Context: an optimization exercise on an open-source flow, tuned for small area and a short achievable clock period. The choices shown serve that exercise and are no tape-out recipe. Function was checked by simulation only, so behaviour that the tests miss may differ from the original. Power is estimated from default activity; no workload was simulated.

[design/flow/config.mk]
export PLATFORM = sky130hd
export DESIGN_NAME = mips_pipeline
export DESIGN_NICKNAME = mips_pipeline
export VERILOG_FILES = /design/flow/design.v
export SDC_FILE = /design/flow/constraint.sdc
export NUM_CORES = 4
export LEC_CHECK = 0
export CAP_MARGIN = 20
export CORE_MARGIN = 2
export CORE_UTILIZATION = 64
export PLACE_DENSITY = 0.74
export SETUP_SLACK_MARGIN = 0.1
export SLEW_MARGIN = 20
export SYNTH_HIERARCHICAL = 1
export SYNTH_MINIMUM_KEEP_SIZE = 0
[design/flow/constraint.sdc]
create_clock -name core_clock -period 13.0 [get_ports {clk}]
set_input_delay 2.6000 -clock core_clock [delete_from_list [all_inputs] [get_ports {clk}]]
set_output_delay 2.6000 -clock core_clock [all_outputs]
set_load 0.01 [all_outputs]
[design/flow/design.v]
module pc_sel #(
    parameter size = 8
) (
    input clk,
    input rst,
    input eq,
    input [size-1:0] a,
    input [size-1:0] b,
    output [size-1:0] y
);
    reg eqr;
    always @(posedge clk, posedge rst)
        if (rst)
            eqr <= 1'b0;
        else
            eqr <= eq;
    assign y = eqr ? a : b;
endmodule
module alu (
    input [31:0] a,
    input [31:0] b,
    input [4:0] sa,          
    input cin,
    input add,               
    input slt,               
    input sgn,               
    input sr,                
    input sl,                
    input sra,               
    input [1:0] lop,         
    output [31:0] y,
    output [31:0] yn,        
    output lt,
    output [31:0] qa,        
    output [31:0] qb         
);
    assign qa = ~(p ^ {g[30:0], cin});
    assign qb = ~(p ^ {g[30:0] | p[30:0], cin});
    wire [31:0] p = a ^ b;
    wire [31:0] g = a & b;
    wire [33:0] sum34 = {1'b0, a, cin} + {1'b0, b, cin};
    wire [31:0] sum = sum34[32:1];
    wire c32 = sum34[33];
    assign lt = sgn ? (a[31] ^ b[31] ^ c32) : ~c32;
    wire [31:0] lor = p | g;
    wire [31:0] lres = (lop == 2'b00) ? g :
                       (lop == 2'b01) ? lor :
                       (lop == 2'b10) ? p : ~lor;
    wire [63:0] sr64 = {{32{sra & b[31]}}, b} >> sa;
    wire [31:0] srr = sr64[31:0];
    wire [31:0] slr;
    genvar i;
    generate
        for (i = 0; i < 32; i = i + 1) begin : g_rev
            assign slr[i] = srr[31-i];
        end
    endgenerate
    assign yn = sr ? srr : sl ? slr : lres;
    assign y = add ? sum : slt ? {31'b0, lt} : yn;
endmodule
module reg_file (
    input clk,
    input rst,
    input we,
    input [4:0] wa,
    input [31:0] wd,
    input [31:1] sel1,       
    input [31:1] sel2,       
    output [31:1] vnext,     
    output [31:0] rd1,
    output [31:0] rd2
);
    reg [31:0] r [1:31];
    reg [31:1] valid;
    genvar i;
    generate
        for (i = 1; i < 32; i = i + 1) begin : g_reg
            always @(posedge clk)
                if (we && wa == i)
                    r[i] <= wd;
        end
    endgenerate
    always @(posedge clk or posedge rst)
        if (rst)
            valid <= 31'b0;
        else if (we)
            valid[wa] <= 1'b1;
    genvar j;
    generate
        for (j = 1; j < 32; j = j + 1) begin : g_vn
            assign vnext[j] = valid[j] | (we && wa == j);
        end
    endgenerate
    reg [31:0] o1, o2;
    integer k;
    always @(*) begin
        o1 = 32'b0;
        o2 = 32'b0;
        for (k = 1; k < 32; k = k + 1) begin
            o1 = o1 | ({32{sel1[k]}} & r[k]);
            o2 = o2 | ({32{sel2[k]}} & r[k]);
        end
    end
    assign rd1 = o1;
    assign rd2 = o2;
endmodule
module branch_unit (
    input [31:0] qa,         
    input [31:0] qb,
    input add,
    input slt,
    input [31:0] yn,         
    input lt,                
    input [31:0] din,
    input [31:0] v1f,
    input [31:0] v2f,
    input s1e,
    input s2e,
    input s1d,
    input s2d,
    output eq
);
    wire kd = s1e ? s2d : s1d;
    wire [31:0] k = kd ? din : (s1e ? v2f : v1f);
    wire [31:0] kp = {k[30:0], 1'b0};
    wire eq_add = &(k ^ ((kp & qa) | (~kp & qb)));
    wire eq_slt = ~|k[31:1] & (k[0] == lt);
    wire eq_oth = (yn == k);
    wire eq_e = add ? eq_add : slt ? eq_slt : eq_oth;
    wire eq_d = (din == (s1d ? v2f : v1f));
    wire eq_f = (v1f == v2f);
    wire eq_x = (s1d & s2d) | ((s1d | s2d) ? eq_d : eq_f);
    assign eq = (s1e & s2e) | ((s1e | s2e) ? eq_e : eq_x);
endmodule
module mips_pipeline (
    input clk,
    input rst,
    input [31:0] inst,
    input  [31:0] data_in,
    output mem_read,
    output mem_write,
    output [31:0] inst_adr,
    output [31:0] data_adr,
    output [31:0] data_out
);
    reg [31:0] pc_a, pc_b;
    reg        ifv_a, ifv_b;
    wire [31:0] pc;              
    wire       ifid_v;           
    wire [31:0] pc_o;            
    wire eq;
    reg [31:0] ifid_inst;
    pc_sel #(.size(33)) PCS (.clk(clk), .rst(rst), .eq(eq),
        .a({ifv_a, pc_a}), .b({ifv_b, pc_b}), .y({ifid_v, pc}));
    genvar po;
    generate
        for (po = 0; po < 4; po = po + 1) begin : g_pco
            pc_sel #(.size(8)) PCO (.clk(clk), .rst(rst), .eq(eq),
                .a(pc_a[po*8 +: 8]), .b(pc_b[po*8 +: 8]), .y(pc_o[po*8 +: 8]));
        end
    endgenerate
    reg [31:1] ifid_s1, ifid_s2;   
    reg [31:0] idex_a, idex_b, idex_sd;
    reg [4:0]  idex_rw;
    reg        idex_rwe, idex_mr, idex_mw;
    reg [4:0]  idex_sa;
    reg        idex_cin, idex_add, idex_slt, idex_sgn, idex_sr, idex_sl, idex_sra;
    reg [1:0]  idex_lop;
    reg [31:0] exmem_y, exmem_sd;
    reg [4:0]  exmem_rw;
    reg        exmem_rwe, exmem_mr, exmem_mw;
    reg        exmem_ld;         
    wire [5:0]  op  = ifid_inst[31:26];
    wire [4:0]  rs  = ifid_inst[25:21];
    wire [4:0]  rt  = ifid_inst[20:16];
    wire [4:0]  rd  = ifid_inst[15:11];
    wire [4:0]  sh  = ifid_inst[10:6];
    wire [5:0]  fn  = ifid_inst[5:0];
    wire [15:0] imm = ifid_inst[15:0];
    wire rtype  = (op == 6'h00);
    wire i_jr   = rtype & (fn == 6'h08);
    wire i_jalr = rtype & (fn == 6'h09);
    wire i_j    = (op == 6'h02);
    wire i_jal  = (op == 6'h03);
    wire i_beq  = (op == 6'h04);
    wire i_bne  = (op == 6'h05);
    wire i_lw   = (op == 6'h23);
    wire i_sw   = (op == 6'h2b);
    wire i_addi = (op == 6'h08);
    wire i_addiu= (op == 6'h09);
    wire i_slti = (op == 6'h0a);
    wire i_sltiu= (op == 6'h0b);
    wire i_andi = (op == 6'h0c);
    wire i_ori  = (op == 6'h0d);
    wire i_xori = (op == 6'h0e);
    wire i_lui  = (op == 6'h0f);
    wire r_and  = rtype & (fn == 6'h24);
    wire r_or   = rtype & (fn == 6'h25);
    wire r_xor  = rtype & (fn == 6'h26);
    wire r_nor  = rtype & (fn == 6'h27);
    wire r_add  = rtype & (fn[5:1] == 5'b10000);    
    wire r_sub  = rtype & (fn[5:1] == 5'b10001);    
    wire r_slt  = rtype & (fn == 6'h2a);
    wire r_sltu = rtype & (fn == 6'h2b);
    wire r_sll  = rtype & ((fn == 6'h00) | (fn == 6'h04));
    wire r_srl  = rtype & ((fn == 6'h02) | (fn == 6'h06));
    wire r_sra  = rtype & ((fn == 6'h03) | (fn == 6'h07));
    wire r_shim = rtype & ((fn == 6'h00) | (fn == 6'h02) | (fn == 6'h03));
    wire link   = i_jal | i_jalr;
    wire imm_b  = i_lw | i_sw | i_addi | i_addiu | i_slti | i_sltiu | i_andi | i_ori | i_xori;
    wire sgn_imm= i_addi | i_slti | i_andi | i_ori | i_xori;
    wire inv_b  = r_sub | r_slt | r_sltu | i_slti | i_sltiu;
    wire d_rwe_raw = (rtype & ~i_jr) | i_jal | i_lw | i_addi | i_addiu | i_slti |
                     i_sltiu | i_andi | i_ori | i_xori | i_lui;
    wire [4:0] d_rw = i_jal ? 5'd31 : (rtype ? rd : rt);
    wire [31:0] rf1, rf2;
    wire [31:1] rf_vnext;
    wire [31:0] mval = exmem_ld ? data_in : exmem_y;
    reg_file RF (
        .clk(clk), .rst(rst),
        .we(exmem_rwe), .wa(exmem_rw), .wd(mval),
        .sel1(ifid_s1), .sel2(ifid_s2), .vnext(rf_vnext),
        .rd1(rf1), .rd2(rf2)
    );
    wire [31:0] alu_y, alu_yn;
    wire alu_lt;
    reg f1ex, f1mem, f2ex, f2mem;
    reg s1d, s2d;                                    
    wire [31:0] v1f = f1mem ? exmem_y : rf1;
    wire [31:0] v2f = f2mem ? exmem_y : rf2;
    wire [31:0] o1 = s1d ? data_in : v1f;           
    wire [31:0] o2 = s2d ? data_in : v2f;
    wire [31:0] v1 = f1ex ? alu_y : o1;
    wire [31:0] v2 = f2ex ? alu_y : o2;
    wire stall = idex_mr & ((idex_rw == rs) | (idex_rw == rt));
    wire i_jx  = i_jr | i_jalr;
    wire jmp   = ifid_v & (i_j | i_jal | i_jx);
    wire isbeq = ifid_v & i_beq;
    wire isbne = ifid_v & i_bne;
    wire jr_go = ~stall & ifid_v & i_jx;
    wire [4:0] nx_rs = stall ? ifid_inst[25:21] : inst[25:21];
    wire [4:0] nx_rt = stall ? ifid_inst[20:16] : inst[20:16];
    reg [31:1] dec_rs, dec_rt;
    integer di;
    always @(*)
        for (di = 1; di < 32; di = di + 1) begin
            dec_rs[di] = (nx_rs == di);
            dec_rt[di] = (nx_rt == di);
        end
    wire [31:0] pc4   = pc + 32'd4;                        
    wire [31:0] sext  = {{16{imm[15]}}, imm};
    wire [31:0] bt    = pc + {sext[29:0], 2'b00};
    wire [31:0] pc_jn = (ifid_v & (i_j | i_jal)) ? {pc[31:28], ifid_inst[25:0], 2'b00} : pc4;
    wire [31:0] pc_e1 = stall ? pc : isbeq ? bt : pc_jn;
    wire [31:0] pc_e0 = stall ? pc : isbne ? bt : pc_jn;
    wire v_e1 = stall ? ifid_v : ~(jmp | isbeq);
    wire v_e0 = stall ? ifid_v : ~(jmp | isbne);
    wire [31:0] cmp_qa, cmp_qb;
    branch_unit BU (
        .qa(cmp_qa), .qb(cmp_qb), .add(idex_add), .slt(idex_slt),
        .yn(alu_yn), .lt(alu_lt),
        .din(data_in), .v1f(v1f), .v2f(v2f),
        .s1e(f1ex), .s2e(f2ex), .s1d(s1d), .s2d(s2d),
        .eq(eq)
    );
    wire [31:0] ext = sgn_imm ? sext : {16'b0, imm};
    wire [31:0] d_a = link  ? pc :
                      i_lui ? {imm, 16'b0} :
                      r_shim ? {27'b0, sh} : v1;
    wire [31:0] bsel = imm_b ? ext : v2;
    wire [31:0] v2r;
    genvar gi;
    generate
        for (gi = 0; gi < 32; gi = gi + 1) begin : g_rev
            assign v2r[gi] = v2[31-gi];
        end
    endgenerate
    wire [31:0] d_b = (link | i_lui) ? 32'b0 :
                      r_sll ? v2r :
                      inv_b ? ~bsel : bsel;
    wire d_add = r_add | r_sub | i_lw | i_sw | i_addi | i_addiu;
    wire d_slt = r_slt | r_sltu | i_slti | i_sltiu;
    wire d_sgn = r_slt | i_slti;
    wire [1:0] d_lop = (r_or | i_ori | i_lui | link) ? 2'b01 :
                       (r_xor | i_xori) ? 2'b10 :
                       r_nor ? 2'b11 : 2'b00;
    wire ctl_ok = ifid_v & ~stall;
    wire n_idex_rwe = ctl_ok & d_rwe_raw & (d_rw != 5'd0);
    wire n_f1ex  = n_idex_rwe & (d_rw == nx_rs);
    wire n_f2ex  = n_idex_rwe & (d_rw == nx_rt);
    wire n_f1mem = idex_rwe & (idex_rw == nx_rs);
    wire n_f2mem = idex_rwe & (idex_rw == nx_rt);
    alu ALU (
        .a(idex_a), .b(idex_b), .sa(idex_sa), .cin(idex_cin),
        .add(idex_add), .slt(idex_slt), .sgn(idex_sgn),
        .sr(idex_sr), .sl(idex_sl), .sra(idex_sra), .lop(idex_lop),
        .y(alu_y), .yn(alu_yn), .lt(alu_lt), .qa(cmp_qa), .qb(cmp_qb)
    );
    always @(posedge clk or posedge rst) begin
        if (rst) begin
            pc_b <= 32'b0;
            ifv_b <= 1'b0;
            idex_rwe <= 1'b0; idex_mr <= 1'b0; idex_mw <= 1'b0;
            f1ex <= 1'b0; f1mem <= 1'b0; f2ex <= 1'b0; f2mem <= 1'b0;
            s1d <= 1'b0; s2d <= 1'b0;
            exmem_rwe <= 1'b0; exmem_mr <= 1'b0; exmem_mw <= 1'b0; exmem_ld <= 1'b0;
        end else begin
            pc_b <= jr_go ? v1 : pc_e0;
            ifv_b <= v_e0;
            idex_rwe <= n_idex_rwe;
            f1ex  <= n_f1ex;
            f2ex  <= n_f2ex;
            f1mem <= n_f1mem;
            f2mem <= n_f2mem;
            s1d   <= ~n_f1ex & n_f1mem & idex_mr;       
            s2d   <= ~n_f2ex & n_f2mem & idex_mr;
            idex_mr  <= ctl_ok & i_lw;
            idex_mw  <= ctl_ok & i_sw;
            exmem_rwe <= idex_rwe;
            exmem_mr  <= idex_mr;
            exmem_ld  <= idex_mr & idex_rwe;
            exmem_mw  <= idex_mw;
        end
    end
    always @(posedge clk) begin
        pc_a  <= jr_go ? v1 : pc_e1;
        ifv_a <= v_e1;
        if (!stall)
            ifid_inst <= inst;
        ifid_s1 <= dec_rs & rf_vnext;
        ifid_s2 <= dec_rt & rf_vnext;
        idex_a   <= d_a;
        idex_sa  <= (r_sll | r_srl | r_sra) ? d_a[4:0] : 5'b0;    
        idex_b   <= d_b;
        idex_sd  <= v2;
        idex_rw  <= d_rw;
        idex_add <= d_add;
        idex_slt <= d_slt;
        idex_cin <= inv_b;
        idex_sgn <= d_sgn;
        idex_sr  <= r_srl | r_sra;
        idex_sl  <= r_sll;
        idex_sra <= r_sra;
        idex_lop <= d_lop;
        exmem_y  <= alu_y;
        exmem_sd <= idex_sd;
        exmem_rw <= idex_rw;
    end
    assign inst_adr = pc_o;
    assign mem_read = exmem_mr;
    assign mem_write = exmem_mw;
    assign data_adr = exmem_y;
    assign data_out = exmem_sd;
endmodule
[design/flow/flow/run.sh]
#!/bin/bash
# Standard ORFS layout (the standard.sh; its synthesis unchanged, with
# config.mk's settings) with:
#  - port buffers of a plain buffer cell (buffer_ports otherwise picks a
#    delay cell), and sizing not limited to the same footprint,
#  - clock tree sink clusters of up to 30 flip-flops within 80 um,
#  - repair_timing aiming at a larger setup slack than config.mk asks for,
set -euo pipefail
bash standard.sh SETUP_SLACK_MARGIN=8.5 \
    BUFFER_PORTS_ARGS="-buffer_cell sky130_fd_sc_hd__buf_2" MATCH_CELL_FOOTPRINT=0 \
    CTS_CLUSTER_SIZE=30 CTS_CLUSTER_DIAMETER=80 CTS_BUF_LIST=sky130_fd_sc_hd__clkbuf_16 \
    MAX_REPAIR_ANTENNAS_ITER_DRT=10 \
    finish > flow_make.log 2>&1
[design/flow/standard.sh]
#!/bin/bash
# synth_recipe.tcl (not shown) runs the flow's synth.tcl, then flattens the netlist and writes it again
# the make line also repeats each setting of config.mk as NAME=value (left out here)
make -C /OpenROAD-flow-scripts/flow DESIGN_CONFIG=/design/flow/config.mk WORK_HOME=/design/flow/orfs CLKGATE_MAP_FILE= SYNTH_SCRIPT=/design/flow/synth_recipe.tcl "${@:-finish}"
==> impl_metrics.env, run 1 <==
export IMPL_vias=62703
export IMPL_final_common_cell="edfxtp_1"
export IMPL_hold_violations=0
export IMPL_reg2reg_setup_slack_ps=8460
export IMPL_p_seq_share_pct=50.7
export IMPL_io_pins=164
export IMPL_fin_tns_setup_ps=0
export IMPL_final_cell_mix="1024 x edfxtp_1, 734 x a22oi_1, 363 x nand2_1, 262 x o21ai_0, 220 x mux2i_1"
export IMPL_place_gp_congestion=1.10
export IMPL_gr_total_overflow=0
export IMPL_worst_hold_slack_ps=312
export IMPL_power_total_mw=10.1
export IMPL_switchingPower_mw=3.26
export IMPL_drt_iter0_markers=13338
export IMPL_synth_cells=6046
export IMPL_grt_pass1_vias=57308
export IMPL_n_fill_cell=7951
export IMPL_dpl_hpwl_mm=192
export IMPL_p_int_mw=6.85
export IMPL_synth_edff_count=1024
export IMPL_grt_pass1_wl_mm=433
export IMPL_synth_ff_type="edfxtp_1"
export IMPL_r2r_start="ifid_s2[7]"
export IMPL_post_drt_via_cell_ratio=8.27
export IMPL_synth_nets=6253
export IMPL_period_share_pct=34.9
export IMPL_core_area_mm2=0.111
export IMPL_portBuffers=163
export IMPL_pwr_density_cell_mw_per_mm2=133
export IMPL_slew_headroom_pct=9.44
export IMPL_cp_arrival_ps=5240
export IMPL_area_growth_pct=6.59
export IMPL_hold_end="exmem_sd[11]"
export IMPL_cts_buffers=61
export IMPL_clk_pin_slew_ps=110
export IMPL_cts_sinks=1385
export IMPL_hold_start="idex_sd[11]"
export IMPL_grt_max_degree=69
export IMPL_fin_ws_ps=8460
export IMPL_grt_usage_pct=54.8
export IMPL_min_path_cells=0
export IMPL_power_frac_comb_pct=24.9
export IMPL_avgSynthCellArea_um2=11.8
export IMPL_dieArea_mm2=0.114
export IMPL_slew_violations=0
export IMPL_post_synth_num_cell_types=111
export IMPL_crit_fanout=29
export IMPL_max_slew_worst_pin_slew_ps=1350
export IMPL_finalSetupViolCount=0
export IMPL_cts_tree="yes"
export IMPL_fin_nets=6219
export IMPL_grt_antenna_before_repair=35
export IMPL_die_w_um=338
export IMPL_worstPathRequired_ps=13700
export IMPL_clockPowerShare_pct=24.4
export IMPL_totalWireLength_mm=321
export IMPL_start_util_pct=64.5
export IMPL_htree_num_levels=2
export IMPL_synth_seq_cells=1385
export IMPL_fin_skew_ps=103
export IMPL_worstSetupPathType="reg2reg"
export IMPL_wl_per_cell_um=42.3
export IMPL_post_place_ws_ps=7790
export IMPL_min_period_ps=4540
export IMPL_synth_area_mm2=0.0714
export IMPL_ys_warn_count=11
export IMPL_hold_path_class="reg2reg"
export IMPL_die_height_um=338
export IMPL_insertion_delay_ps=820
export IMPL_cts_hold_fix_buffers=0
export IMPL_start_kind="register"
export IMPL_max_cap_viol_count=0
export IMPL_root_buffer="clkbuf_16"
export IMPL_drt_pass1_iterations=14
export IMPL_async_reset_ff_share_pct=5.92
export IMPL_clock_path_buffers=3
export IMPL_fmax_mhz=220
export IMPL_cp_end_kind="register"
export IMPL_status="no timing/DRC/antenna violations"
export IMPL_irDropWorstVdd_v=0.000176
export IMPL_worstReg2RegEnd="g_pco[3].PCO.eqr"
export IMPL_r2r_cells=14
export IMPL_cellLeakagePower_nw=26.2
export IMPL_rsz0062_at_grt="no"
export IMPL_p_sw_share_pct=32.3
export IMPL_seq_area_frac_synth_pct=53.8
export IMPL_route_detailed_drc=0
export IMPL_num_rows=122
export IMPL_postRouteAntennaNets=0
export IMPL_drive_gt1_share_pct=13.9
cell usage after synthesis, drive strengths merged, types with 58 or more instances:
cell type | n | area share, %
nand2 | 363 | 1.9
and3 | 94 | 0.82
edfxtp | 1024 | 43
a221oi | 106 | 1.3
nand3 | 172 | 1.2
xor2 | 99 | 1.2
o21ai | 279 | 2.0
mux2 | 185 | 3.2
dfrtp | 82 | 2.9
nand4 | 180 | 1.6
buf | 100 | 0.98
clkbuf | 310 | 1.6
ha | 108 | 1.9
a211oi | 74 | 0.80
or4 | 58 | 0.62
a222oi | 64 | 0.90
a22oi | 735 | 7.7
nor2 | 229 | 1.2
xnor2 | 189 | 2.3
dfxtp | 279 | 7.8
mux2i | 246 | 3.8
a21oi | 169 | 1.2
inv | 196 | 1.0
a22o | 111 | 1.4
cell type report:
type	count	area (um^2)	area share [%]
Sequential cell	1385	38500	50.6
Multi-Input combinational cell	4053	30800	40.5
Timing Repair Buffer	313	1990	2.61
Tap cell	1488	1860	2.45
Clock buffer	62	1550	2.04
Inverter	198	748	0.983
Clock inverter	39	493	0.648
Antenna cell	42	105	0.138
modules after synthesis (local to each module, per instance), excerpt:
module	cell area (um^2)	cells inside	flops+latches
alu	7140	947	0
branch_unit	3590	412	0
reg_file	42200	2716	1023
mips_pipeline	17300	1888	357
kinds of logic after synthesis:
| kind of cell | share of synthesized area (%) |
|---|---|
| buf+inv | 3.66 |
| mux | 8.27 |
| xor+xnor | 3.53 |
| fa+ha+maj | 2.83 |
| flops | 53.8 |
| compound gates | 18.3 |
| simple gates | 9.62 |
worst max-delay path, stage by stage (launching register included):
cell and delay, ps:
dfxtp_2 380, buf_4 380, a22o_1 310, a221oi_1 210
nand3_1 130, or4_1 770, mux2_2 450, mux2i_1 220
mux2i_1 220, a311oi_1 390, o211ai_1 160, nor4_1 330
nand4_1 150, a22oi_2 140, buf_4 170
per-stage QoR:
step | utilization (%) | instances | cell area (um^2)
2_1_floorplan | - | 6046 | 71400
3_3_place_gp | 66.5 | 7432 | 73600
3_5_place_dp | 66.5 | 7433 | 73600
4_1_cts | 68.4 | 7535 | 75800
5_1_grt | 68.7 | 7543 | 76000
6_report | 68.8 | 7580 | 76100
power by group through the flow:
| stage | Combinational [mW] | Sequential (mW) | Clock, mW |
|---|---|---|---|
| final | 2.51 | 5.12 | 2.47 |
| after global routing | 2.65 | 5.13 | 2.57 |
| after CTS | 2.41 | 5.11 | 2.42 |
| after detailed placement | 2.39 | 5.21 | 0 |
| after global placement | 2.37 | 5.19 | 0 |
| after floorplan | 1.69 | 5.11 | 0 |
flip-flops by register name (all words and copies together) (netlist names), 32 cells and up:
name       count
idex_sd       32
exmem_sd      32
exmem_y       32
idex_b        32
RF.r         992
ifid_inst     32
pc_a          32
idex_a        32
pc_b          32
how the worst max path moves through the flow:
stage / from / endpoint / slack (ps) / cells after the start
after CTS: g_pco[3].PCO.eqr / inst_adr[28] / 8500 / 2
after floorplan: data_in[0] / PCS.eqr / 8820 / 8
after detailed placement: data_in[11] / PCS.eqr / 7790 / 9
after global placement: data_in[11] / PCS.eqr / 7900 / 9
final: ifid_s2[7] / g_pco[3].PCO.eqr / 8460 / 14
after global routing: exmem_rw[0] / RF.valid[24] / 8480 / 11
routing by layer:
layer | track usage, % | vias up | part of all wire, %
li1 | - | 23718 | -
met1 | 65.1 | 29351 | 31
met2 | 75.4 | 7132 | 39
met3 | 25.2 | 2463 | 18
met4 | 45.4 | 39 | 12
met5 | 2.89 | - | 0.28
what timing repair did:
item | in CTS | in global routing
resized for setup | 18 | 54
buffers inserted | 1 | 2
endpoints found under the setup margin | 64 | 80
pin swaps | 1 | 2
==> run 2: changes to the inputs <==
--- a/design/flow/design.v
+++ b/design/flow/design.v
@@ -1,3 +1,13 @@
+module sel_reg #(
+    parameter size = 31
+) (
+    input clk,
+    input [size-1:0] d,
+    output reg [size-1:0] q
+);
+    always @(posedge clk)
+        q <= d;
+endmodule
 module pc_sel #(
     parameter size = 8
 ) (
@@ -34,18 +44,17 @@
     output [31:0] qa,        
     output [31:0] qb         
 );
-    assign qa = ~(p ^ {g[30:0], cin});
-    assign qb = ~(p ^ {g[30:0] | p[30:0], cin});
     wire [31:0] p = a ^ b;
     wire [31:0] g = a & b;
+    assign qa = ~(p ^ {g[30:0], cin});
+    assign qb = ~(p ^ {g[30:0] | p[30:0], cin});
     wire [33:0] sum34 = {1'b0, a, cin} + {1'b0, b, cin};
     wire [31:0] sum = sum34[32:1];
     wire c32 = sum34[33];
     assign lt = sgn ? (a[31] ^ b[31] ^ c32) : ~c32;
-    wire [31:0] lor = p | g;
-    wire [31:0] lres = (lop == 2'b00) ? g :
-                       (lop == 2'b01) ? lor :
-                       (lop == 2'b10) ? p : ~lor;
+    wire [31:0] lres = (lop == 2'b00) ? (a & b) :
+                       (lop == 2'b01) ? (a | b) :
+                       (lop == 2'b10) ? (a ^ b) : ~(a | b);
     wire [63:0] sr64 = {{32{sra & b[31]}}, b} >> sa;
     wire [31:0] srr = sr64[31:0];
     wire [31:0] slr;
@@ -64,8 +73,10 @@
     input we,
     input [4:0] wa,
     input [31:0] wd,
-    input [31:1] sel1,       
-    input [31:1] sel2,       
+    input [31:1] sel1l,      
+    input [31:1] sel1h,      
+    input [31:1] sel2l,      
+    input [31:1] sel2h,      
     output [31:1] vnext,     
     output [31:0] rd1,
     output [31:0] rd2
@@ -97,8 +108,8 @@
         o1 = 32'b0;
         o2 = 32'b0;
         for (k = 1; k < 32; k = k + 1) begin
-            o1 = o1 | ({32{sel1[k]}} & r[k]);
-            o2 = o2 | ({32{sel2[k]}} & r[k]);
+            o1 = o1 | ({{16{sel1h[k]}}, {16{sel1l[k]}}} & r[k]);
+            o2 = o2 | ({{16{sel2h[k]}}, {16{sel2l[k]}}} & r[k]);
         end
     end
     assign rd1 = o1;
@@ -159,7 +170,7 @@
                 .a(pc_a[po*8 +: 8]), .b(pc_b[po*8 +: 8]), .y(pc_o[po*8 +: 8]));
         end
     endgenerate
-    reg [31:1] ifid_s1, ifid_s2;   
+    wire [31:1] ifid_s1l, ifid_s1h, ifid_s2l, ifid_s2h;
     reg [31:0] idex_a, idex_b, idex_sd;
     reg [4:0]  idex_rw;
     reg        idex_rwe, idex_mr, idex_mw;
@@ -219,7 +230,8 @@
     reg_file RF (
         .clk(clk), .rst(rst),
         .we(exmem_rwe), .wa(exmem_rw), .wd(mval),
-        .sel1(ifid_s1), .sel2(ifid_s2), .vnext(rf_vnext),
+        .sel1l(ifid_s1l), .sel1h(ifid_s1h), .sel2l(ifid_s2l), .sel2h(ifid_s2h),
+        .vnext(rf_vnext),
         .rd1(rf1), .rd2(rf2)
     );
     wire [31:0] alu_y, alu_yn;
@@ -247,6 +259,12 @@
             dec_rs[di] = (nx_rs == di);
             dec_rt[di] = (nx_rt == di);
         end
+    wire [31:1] n_s1 = dec_rs & rf_vnext;
+    wire [31:1] n_s2 = dec_rt & rf_vnext;
+    sel_reg S1L (.clk(clk), .d(n_s1), .q(ifid_s1l));
+    sel_reg S1H (.clk(clk), .d(n_s1), .q(ifid_s1h));
+    sel_reg S2L (.clk(clk), .d(n_s2), .q(ifid_s2l));
+    sel_reg S2H (.clk(clk), .d(n_s2), .q(ifid_s2h));
     wire [31:0] pc4   = pc + 32'd4;                        
     wire [31:0] sext  = {{16{imm[15]}}, imm};
     wire [31:0] bt    = pc + {sext[29:0], 2'b00};
@@ -264,10 +282,9 @@
         .eq(eq)
     );
     wire [31:0] ext = sgn_imm ? sext : {16'b0, imm};
-    wire [31:0] d_a = link  ? pc :
-                      i_lui ? {imm, 16'b0} :
-                      r_shim ? {27'b0, sh} : v1;
-    wire [31:0] bsel = imm_b ? ext : v2;
+    wire a_v1 = ~(link | i_lui | r_shim);
+    wire [31:0] a_oth = link ? pc : i_lui ? {imm, 16'b0} : {27'b0, sh};
+    wire [31:0] d_a = (a_v1 & f1ex) ? alu_y : a_v1 ? o1 : a_oth;
     wire [31:0] v2r;
     genvar gi;
     generate
@@ -275,9 +292,10 @@
             assign v2r[gi] = v2[31-gi];
         end
     endgenerate
-    wire [31:0] d_b = (link | i_lui) ? 32'b0 :
-                      r_sll ? v2r :
-                      inv_b ? ~bsel : bsel;
+    wire b_v2 = ~(link | i_lui | imm_b);
+    wire [31:0] b_oth = (link | i_lui) ? 32'b0 : inv_b ? ~ext : ext;
+    wire [31:0] b_t = r_sll ? v2r : inv_b ? ~v2 : v2;
+    wire [31:0] d_b = b_v2 ? b_t : b_oth;
     wire d_add = r_add | r_sub | i_lw | i_sw | i_addi | i_addiu;
     wire d_slt = r_slt | r_sltu | i_slti | i_sltiu;
     wire d_sgn = r_slt | i_slti;
@@ -305,7 +323,7 @@
             s1d <= 1'b0; s2d <= 1'b0;
             exmem_rwe <= 1'b0; exmem_mr <= 1'b0; exmem_mw <= 1'b0; exmem_ld <= 1'b0;
         end else begin
-            pc_b <= jr_go ? v1 : pc_e0;
+            pc_b <= (jr_go & f1ex) ? alu_y : jr_go ? o1 : pc_e0;
             ifv_b <= v_e0;
             idex_rwe <= n_idex_rwe;
             f1ex  <= n_f1ex;
@@ -323,12 +341,10 @@
         end
     end
     always @(posedge clk) begin
-        pc_a  <= jr_go ? v1 : pc_e1;
+        pc_a  <= (jr_go & f1ex) ? alu_y : jr_go ? o1 : pc_e1;
         ifv_a <= v_e1;
         if (!stall)
             ifid_inst <= inst;
-        ifid_s1 <= dec_rs & rf_vnext;
-        ifid_s2 <= dec_rt & rf_vnext;
         idex_a   <= d_a;
         idex_sa  <= (r_sll | r_srl | r_sra) ? d_a[4:0] : 5'b0;    
         idex_b   <= d_b;
--- a/design/flow/config.mk
+++ b/design/flow/config.mk
@@ -7,8 +7,8 @@
 export LEC_CHECK = 0
 export CAP_MARGIN = 20
 export CORE_MARGIN = 2
-export CORE_UTILIZATION = 64
-export PLACE_DENSITY = 0.74
+export CORE_UTILIZATION = 50
+export PLACE_DENSITY = 0.62
 export SETUP_SLACK_MARGIN = 0.1
 export SLEW_MARGIN = 20
 export SYNTH_HIERARCHICAL = 1
==> impl_metrics.env, run 2 <==
export IMPL_drt_iter0_markers=13881
export IMPL_totalWireLength_mm=353
export IMPL_place_gp_congestion=1.07
export IMPL_hold_end="exmem_sd[20]"
export IMPL_post_synth_num_cell_types=107
export IMPL_min_period_ps=4620
export IMPL_hold_violations=0
export IMPL_cellLeakagePower_nw=28.2
export IMPL_htree_num_levels=3
export IMPL_period_share_pct=35.6
export IMPL_portBuffers=163
export IMPL_final_common_cell="edfxtp_1"
export IMPL_rsz0062_at_grt="yes"
export IMPL_switchingPower_mw=3.66
export IMPL_synth_top_cells_by_count="1024 x edfxtp_1, 759 x a22oi_1, 389 x clkbuf_1"
export IMPL_dieArea_mm2=0.150
export IMPL_grt_max_degree=75
export IMPL_status="no timing/DRC/antenna violations"
export IMPL_p_int_mw=7.47
export IMPL_place_area_mm2=0.0764
export IMPL_synth_seq_cells=1447
export IMPL_async_reset_ff_share_pct=5.67
export IMPL_slew_headroom_pct=21.4
export IMPL_avgSynthCellArea_um2=11.8
export IMPL_die_w_um=387
export IMPL_largest_register="RF.r"
export IMPL_worstPathRequired_ps=13610
export IMPL_cts_buffers=82
export IMPL_hold_start="idex_sd[20]"
export IMPL_synth_cells=6244
export IMPL_dpl_hpwl_mm=221
export IMPL_yosys_area_top_type="edfxtp_1"
export IMPL_yosysMostFrequentCell="edfxtp_1"
export IMPL_dp_cells=8051
export IMPL_min_path_cells=0
export IMPL_synth_edff_count=1024
export IMPL_drive_gt1_share_pct=14.3
export IMPL_crit_fanout=5
export IMPL_drt_pass1_iterations=12
export IMPL_final_cell_area_mm2=0.0801
export IMPL_p_seq_share_pct=47.6
export IMPL_insertion_delay_ps=780
export IMPL_pwr_density_cell_mw_per_mm2=139
export IMPL_layout_cells_non_filler=8224
export IMPL_fin_nets=6456
export IMPL_irDropWorstVdd_v=0.000144
export IMPL_cts_sinks=1447
export IMPL_worstReg2RegEnd="idex_sa[0]"
export IMPL_clk_pin_slew_ps=110
export IMPL_largest_reg_flops=992
export IMPL_post_drt_via_cell_ratio=7.65
export IMPL_start_kind="register"
export IMPL_postRouteAntennaNets=0
export IMPL_start_util_pct=50.4
export IMPL_p_sw_share_pct=32.9
export IMPL_grt_pass1_vias=56876
export IMPL_route_detailed_drc=0
export IMPL_power_frac_comb_pct=23.5
export IMPL_max_slew_worst_pin_slew_ps=1180
export IMPL_io_pins=164
export IMPL_clock_path_buffers=3
export IMPL_cts_tree="yes"
export IMPL_gr_total_overflow=0
export IMPL_fin_skew_ps=67.8
export IMPL_max_cap_viol_count=0
export IMPL_cp_end_kind="register"
export IMPL_grt_usage_pct=45.4
export IMPL_final_cell_mix="1024 x edfxtp_1, 757 x a22oi_1, 318 x dfxtp_1, 252 x nand2_1, 219 x inv_1"
export IMPL_area_growth_pct=9.03
export IMPL_crit_slowest_cell="o2111ai_1"
export IMPL_clockPowerShare_pct=28.9
export IMPL_cpPeakStageDelay_ps=530
export IMPL_fin_tns_setup_ps=0
export IMPL_core_area_mm2=0.146
export IMPL_cp_arrival_ps=5240
export IMPL_yosys_area_top_type_share_pct=41.9
export IMPL_power_total_mw=11.1
export IMPL_r2r_cells=12
export IMPL_r2r_start="idex_b[1]"
export IMPL_worstSetupPathType="reg2reg"
export IMPL_grt_antenna_before_repair=39
export IMPL_synth_area_leaders="edfxtp_1 42%, dfxtp_1 9.3%, a22oi_1 7.8%"
export IMPL_crit_chain="inv_1, ha_1, a31oi_2, nand2_1, a32oi_4, o211ai_1, o2111ai_1, o311a_1, a21oi_2, and2_0, a31oi_1, nor2b_1"
export IMPL_synth_ff_type="edfxtp_1"
export IMPL_vias=62918
export IMPL_hold_path_class="reg2reg"
export IMPL_synth_area_mm2=0.0735
export IMPL_n_fill_cell=12346
export IMPL_worst_hold_slack_ps=311
export IMPL_root_buffer="clkbuf_16"
export IMPL_num_rows=140
export IMPL_ys_warn_count=12
export IMPL_die_height_um=387
export IMPL_grt_pass1_wl_mm=473
export IMPL_seq_area_frac_synth_pct=53.9
export IMPL_wl_per_cell_um=42.9
export IMPL_fmax_mhz=216
export IMPL_finalSetupViolCount=0
export IMPL_reg2reg_setup_slack_ps=8380
export IMPL_synth_nets=6478
export IMPL_slew_violations=0
-- run 2: cell types whose count changed after synthesis, moves of 36 or more --
cell / delta
a21oi_1: +36
clkbuf_1: +80
dfxtp_1: +62
mux2_2: -37
nand2_1: -110
o21ai_0: -93
o21ai_1: +105
xor2_1: +54
-- run 2: per-layer routing --
layer	part of all wire (%)	track usage, %
met1	37	62.6
met2	38	59.6
met3	18	19.9
met4	7.4	24.2
met5	0.064	0.287
-- run 2: how the worst max path moves through the flow --
stage / slack (ps) / startpoint / depth (start not counted) / endpoint
after floorplan: 8820 / data_in[0] / 8 / PCS.eqr
after global placement: 7850 / data_in[29] / 9 / PCS.eqr
after detailed placement: 7760 / data_in[21] / 9 / PCS.eqr
after CTS: 8500 / g_pco[3].PCO.eqr / 2 / inst_adr[30]
after global routing: 8460 / S2H.q[0] / 14 / g_pco[2].PCO.eqr
final: 8380 / idex_b[1] / 12 / idex_sa[0]
-- run 2: worst max-delay path, delay by kind of cell (launching register included) --
family	cells	cell delay (ps)
buffers and inverters	1	120
adder cells (fa/ha/maj)	1	390
AO/OA/AOI/OAI	7	2620
AND/OR/NAND/NOR	3	830
flip-flops	1	520
-- run 2: cells by family (layout without fill, tap and decap cells) --
logic type	count (synthesis)	count (layout)	synth area share, %
flip-flops	1447	1447	53.9
XOR/XNOR	320	320	3.81
adder cells (fa/ha/maj)	168	168	3.20
AND/OR/NAND/NOR	1288	1288	9.19
multiplexers	452	452	7.64
AO/OA/AOI/OAI	1869	1869	18.2
other	0	16	0
buffers and inverters	700	747	3.98
-- run 2: layout make-up --
class / instances / area [um^2] / area share (%)
tap: 1917 / 2400 / 2.99
inverter: 217 / 817 / 1.02
clock buffer: 86 / 2150 / 2.69
timing repair buffer: 377 / 2470 / 3.08
antenna: 16 / 40.0 / 0.0500
multi-input combinational: 4097 / 31600 / 39.4
clock inverter: 67 / 967 / 1.21
sequential: 1447 / 39700 / 49.6
-- run 2: what timing repair did --
action,in CTS,in global routing
hold buffers,0,0
setup buffers,1,3
setup endpoints to repair,83,89
pin swaps,1,10
gates resized for setup,23,86
-- run 2: through the flow --
step	utilization, %	worst slack, ps
2_1_floorplan	-	8820
3_3_place_gp	52.4	7850
3_5_place_dp	52.4	7760
4_1_cts	54.7	8500
5_1_grt	54.9	8460
6_report	55.0	8380
-- run 2: power by group through the flow --
stage	registers [mW]	clock network [mW]	logic, mW
2_1_floorplan	5.30	0	1.70
3_3_place_gp	5.38	0	2.46
3_5_place_dp	5.39	0	2.47
4_1_cts	5.29	3.21	2.49
5_1_grt	5.31	3.38	2.75
6_report	5.30	3.22	2.61
-- run 2: Yosys stat by module, one instance, submodules excluded, excerpt --
module / flops+latches / copies in the design / area [um^2] / cells inside
reg_file: 1023 / 1 / 42300 / 2769
mips_pipeline: 295 / 1 / 16200 / 1878
alu: 0 / 1 / 7650 / 978
branch_unit: 0 / 1 / 3590 / 412
sel_reg: 31 / 4 / 621 / 31

==> port drivers added, routing unchanged <==
Ports are ideal in the flow. The routed layouts listed here were re-timed in OpenROAD. Step 1 sets driving cells, clkbuf_16 on the clock port and buf_2 on the other inputs (assumed; they add their load-dependent delay and slew). Step 2 also shifts input and output timing later by t, the mid clock arrival at the registers, as if the neighbouring blocks saw the same clock. Slacks: no drivers / after step 1 / after step 2; pairs: no drivers / after step 1.
run	t (ns)	setup WS [ns]	worst setup path at the end
run 1	0.847	8.461 / 8.427 / 8.012	input to register
run 2	0.839	8.377 / 8.377 / 7.710	input to register
After both steps every run listed still meets setup and hold. For run 2, which loses most, drivers alone change the setup slack by 0.000 ns; drivers and shift together by -0.667 ns.
